Background: an optimization exercise with open tools, aiming at small area, a short achievable clock period and few clock cycles. Do not read the settings as production practice. The RTL was checked by simulation tests, not by an equivalence proof against the original design.

==> flow/design.v (outline; a module is shown in full before it is edited, if it fits) <==
// module addition_fp: 39 lines
// module addition_fp_s: 58 lines
// module multiple_fp: 8 lines
// module multiple_fp_f: 8 lines
// module mul_pack: 11 lines
// module mul_mant: 1173 lines
// module mul_mant_f: 1166 lines
// module booth_sel: 5 lines
// module fa_bit: 6 lines
// module ha_bit: 6 lines
// module fifo_padding_image: 46 lines
// module lines_buffer_conv: 21 lines
// module conv3x3_2D: 85 lines
module conv3x3_2D
	#(	parameter DATA_WIDTH = 32,
		parameter IMAGE_WIDTH = 5)
	(	clk,
		rst_n,
		i_valid,
		i_data,
		i_kernel,
		o_data,
		o_valid
	);
  // ...
==> flow/run.sh <==
#!/bin/bash
# synth_recipe.tcl (not shown) runs the flow's synth.tcl, then flattens the netlist and writes it again
# the make line also repeats each setting of config.mk as NAME=value (left out here)
make -C /OpenROAD-flow-scripts/flow DESIGN_CONFIG=/design/flow/config.mk WORK_HOME=/design/flow/orfs CLKGATE_MAP_FILE= SYNTH_SCRIPT=/design/flow/synth_recipe.tcl finish
==> flow/config.mk <==
export PLATFORM = sky130hd
export DESIGN_NAME = conv3x3_2D
export DESIGN_NICKNAME = conv3x3_2D
export VERILOG_FILES = /design/flow/design.v
export SDC_FILE = /design/flow/constraint.sdc
export NUM_CORES = 8
export LEC_CHECK = 0
export CAP_MARGIN = 20
export CORE_MARGIN = 2
export CORE_UTILIZATION = 40
export CTS_CLUSTER_DIAMETER = 120
export CTS_CLUSTER_SIZE = 30
export SLEW_MARGIN = 20
export SYNTH_HIERARCHICAL = 1
==> flow/constraint.sdc <==
create_clock -name core_clock -period 180.0 [get_ports {clk}]
set_input_delay 36.0000 -clock core_clock [delete_from_list [all_inputs] [get_ports {clk}]]
set_output_delay 36.0000 -clock core_clock [all_outputs]
set_load 0.01 [all_outputs]
==> metrics.md, run 1 <==
| Metric | Value |
|---|---|
| Status | `no timing/DRC/antenna violations` |
| Worst path slowest cell | `clkdlybuf4s50_1` |
| Top Registers | `LinesBuffer.register (352), kernel_r (288)` |
| # port buffers | `355` |
| Starting density of the core | `40.1%` |
| Total core area | `505000 µm²` |
| Fraction of area in multi-input gates | `80.5%` |
| Non-clock buffers, area share | `3.89%` |
| Post-Route WL | `745000 µm` |
| Worst-path clk slew | `0.11 ns` |
| Max reg flops | `352` |
| Post-CTS Setup Inserts | `0` |
| CTS Buffer Depth | `3` |
| Post-Place Cell Area | `214000 µm²` |
| Reg area | `20200 µm²` |
| Row cnt | `261` |
| Hold Vio Cnt, Final | `0` |
| Hold crit path type | `flop to flop` |
| CP arrival | `1.78 ns` |
| DIE HEIGHT | `715 µm` |
| Critical path peak fanout | `1` |
| H-tree depth | `2` |
| Fin nets | `25.0k` |
| Setup crit start kind | `flop` |
| Min Tclk post-route | `37.78 ns` |
| Most flops, register | `LinesBuffer.register` |
Testbench counts, summed over its fixed seeds: cycles 26,400.
==> run 2: changes to the inputs <==
--- a/flow/config.mk
+++ b/flow/config.mk
@@ -8,7 +8,5 @@
 export CAP_MARGIN = 20
 export CORE_MARGIN = 2
 export CORE_UTILIZATION = 40
-export CTS_CLUSTER_DIAMETER = 120
-export CTS_CLUSTER_SIZE = 30
 export SLEW_MARGIN = 20
 export SYNTH_HIERARCHICAL = 1
==> run 2 against run 1 <==
Hold slack worse by 0.026 ns. Via count rose by 0.20%. Clock-buffer cell count up 80. Flip-flop and latch count stayed put. Sequential share of layout area fell by 0.072 points. First-iteration DRC count rose by 1.3%. Critical path depth stayed put. Area after synthesis unchanged. Critical endpoint is now o_valid. Highest routed layer unchanged.
==> metrics.md, run 2 <==
| Metric | Value |
|---|---|
| Worst r2r path cells | `102 (was 101)` |
| CP Cell Sequence | `clkdlybuf4s50_1 (unchanged)` |
| DIE HEIGHT | `715 µm (unchanged)` |
| HPWL after DPL | `589000 µm (unchanged)` |
| DR pass1 iterations | `6 (was 9)` |
| CTS tree | `done (unchanged)` |
| Worst path slowest cell | `clkdlybuf4s50_1 (unchanged)` |
| Synthesized area | `202000 µm² (unchanged)` |
| Die area | `512000 µm² (unchanged)` |
| Fmax | `26.4 MHz (was 26.5 MHz)` |
| Initial antenna violation count | `23 (unchanged)` |
| Hold crit path type | `flop to flop (unchanged)` |
| GRT overflow | `0 (unchanged)` |
| CTS Buffer Depth | `4 (was 3)` |
| # port buffers | `355 (unchanged)` |
| H-tree depth | `3 (was 2)` |
| Final ANT Viol Nets | `0 (unchanged)` |
| Reg-to-reg critical path endpoint | `s4_r[30] (unchanged)` |
| Pin count of the biggest net entering global routing | `94 (unchanged)` |
| Measured slew at the worst slew-check pin | `1.20 ns (was 1.21 ns)` |
| Rel. slew slack | `19.8% (was 18.1%)` |
| Most frequent cells in the layout | `fa_1, a22o_1, xor2_1, xnor2_1, a21oi_1 (unchanged)` |
| # IOs | `356 (unchanged)` |
| Total core area | `505000 µm² (unchanged)` |
| Critical path peak fanout | `1 (unchanged)` |
| DR DRC count | `0 (unchanged)` |
| CP arrival | `1.89 ns (was 1.78 ns)` |
| Most flops, register | `LinesBuffer.register (unchanged)` |
| Layout cell share with drive strength beyond 1 | `7.59% (was 7.13%)` |
| Vias per Instance | `6.24 (was 6.25)` |
| Per-cell routed wire length | `26.7 µm (about the same)` |
| Starting density of the core | `40.1% (unchanged)` |
| Post-CTS sizing | `0 (unchanged)` |
| Hold Vio Cnt, Final | `0 (unchanged)` |
| Row cnt | `261 (unchanged)` |
| Min Tclk post-route | `37.89 ns (was 37.78 ns)` |
| Fin nets | `25.0k (about the same)` |
| Final-report max-slew violation count | `0 (unchanged)` |
| Die Width | `715 µm (unchanged)` |
| First-pass GRT wire length | `1120000 µm (about the same)` |
| Hold-fix buffers, CTS | `0 (unchanged)` |
| Crit path required time | `144.00 ns (about the same)` |
| Post-CTS Setup Inserts | `0 (unchanged)` |
| Synth warn | `10 (unchanged)` |
| Post-Route WL | `747000 µm (was 745000 µm)` |
| Crit end category | `primary output (unchanged)` |
| Setup TNS | `0 ns (unchanged)` |
| Cts bufs inserted | `120 (was 60)` |
| R2R setup slack | `148.28 ns (about the same)` |
| Worst-skew pair later-pin latency | `1.01 ns (was 0.93 ns)` |
| Worst Skew | `0.136 ns (was 0.0865 ns)` |
| Buffers & Inverters on Critical Path | `1 (unchanged)` |
| Status | `no timing/DRC/antenna violations (unchanged)` |
| Final setup margin | `142.11 ns (was 142.22 ns)` |
| Critical path class | `flop to primary output (unchanged)` |
| FILL cells | `49.1k (was 49.2k)` |
| All-Layer GR Usage | `28.4% (was 28.3%)` |
| Mapped Nets | `25.3k (unchanged)` |
| Via count | `175k (about the same)` |
| DRT iter0 DRCs | `17.9k (was 17.7k)` |
| Top Registers | `LinesBuffer.register (352), kernel_r (288) (unchanged)` |
| Worst-path clk slew | `0.07 ns (was 0.11 ns)` |
| Hold Path Stages | `0 (unchanged)` |
| Setup crit start kind | `flop (unchanged)` |
| GPL Wtd Cong | `1.00 (unchanged)` |
| Post-Synthesis Cells | `21.5k (unchanged)` |
| Sink of the worst hold path | `LinesBuffer.register[2][2] (was LinesBuffer.register[6][23])` |
| Hold Crit Start | `LinesBuffer.register[1][2] (was LinesBuffer.register[5][23])` |
| Synthesized area per cell | `9.43 µm² (unchanged)` |
| Unrepaired setup endpoints after global routing | `no (unchanged)` |
| Max-cap violations | `0 (unchanged)` |
| Pre-CTS worst setup slack | `143.14 ns (unchanged)` |
| CP peak stage delay | `0.54 ns (was 0.56 ns)` |
| Sink Count | `999 (unchanged)` |
| Number of global-route vias before repair | `174k (was 173k)` |
| CP top delay family | `buffers and inverters (unchanged)` |
| Synth-to-layout area growth | `7.79% (was 6.96%)` |
| Fin crit share | `21.0% (about the same)` |
| Root Buffer | `clkbuf_16 (unchanged)` |
| R2R Path Start | `kernel_r[238] (unchanged)` |
| Commonest non-fill, non-tap cell in the layout | `fa_1 (unchanged)` |
| Endpoints failing setup | `0 (unchanged)` |
| Max reg flops | `352 (unchanged)` |
run 2: worst max-delay path by stage:
stage | start | to | cells after the start
floorplan | fifo_padding.o_valid | o_valid | 0
global placement | fifo_padding.o_valid | o_valid | 1
detailed placement | result_r[18] | o_data[18] | 1
CTS | fifo_padding.o_valid | o_valid | 1
global route | fifo_padding.o_valid | o_valid | 1
finish | fifo_padding.o_valid | o_valid | 1
run 2: cell type report:
cell class / count / area [µm²] / share of cell area (%)
timing repair buffer: 1000 / 8430 / 3.86
clock inverter: 78 / 893 / 0.410
tap: 6706 / 8390 / 3.85
inverter: 734 / 2760 / 1.27
multi-input combinational: 18400 / 174000 / 79.9
antenna: 20 / 50.0 / 0.0229
clock buffer: 142 / 3210 / 1.47
sequential: 999 / 20200 / 9.24
run 2: per-stage QoR:
stage          util, %  hold WS, ns  cell area (µm²)  cells
2_1_floorplan        -        0.310           202000  21500
3_3_place_gp      42.4        0.310           214000  27800
3_5_place_dp      42.4        0.312           214000  27800
4_1_cts           43.2        0.266           218000  28000
5_1_grt           43.2        0.270           218000  28000
6_report          43.2        0.284           218000  28000
run 2: routing by layer:
metal	global-route usage (%)	wire [µm]	share of wire, %
met5	0	155	0.021
met4	13.9	42100	5.6
met3	5.69	67100	9.0
met2	43.7	326000	44
met1	38.1	312000	42

port drivers added, routing unchanged:
Ports are ideal in the flow. The routed layouts listed here were re-timed in OpenROAD. Step 1, drivers: a clkbuf_16 drives clk and a buf_2 each remaining input, both assumed. Step 2 adds t to the input delays and takes it off the output delays; t is the mean of the earliest and latest rising clock arrival at the registers after step 1. Input paths then give back, and output paths get back, about the clock's delay inside the block. Slacks: no drivers / after step 1 / after step 2; pairs: no drivers / after step 1.
run | t, ns | slack for setup (ns) | latest minus earliest clock arrival (ns)
run 1 | 1.004 | 142.222 / 142.107 / 143.111 | 0.092 / 0.092
run 2 | 1.040 | 142.110 / 142.018 / 143.058 | 0.146 / 0.145
After both steps every run listed still meets setup and hold.
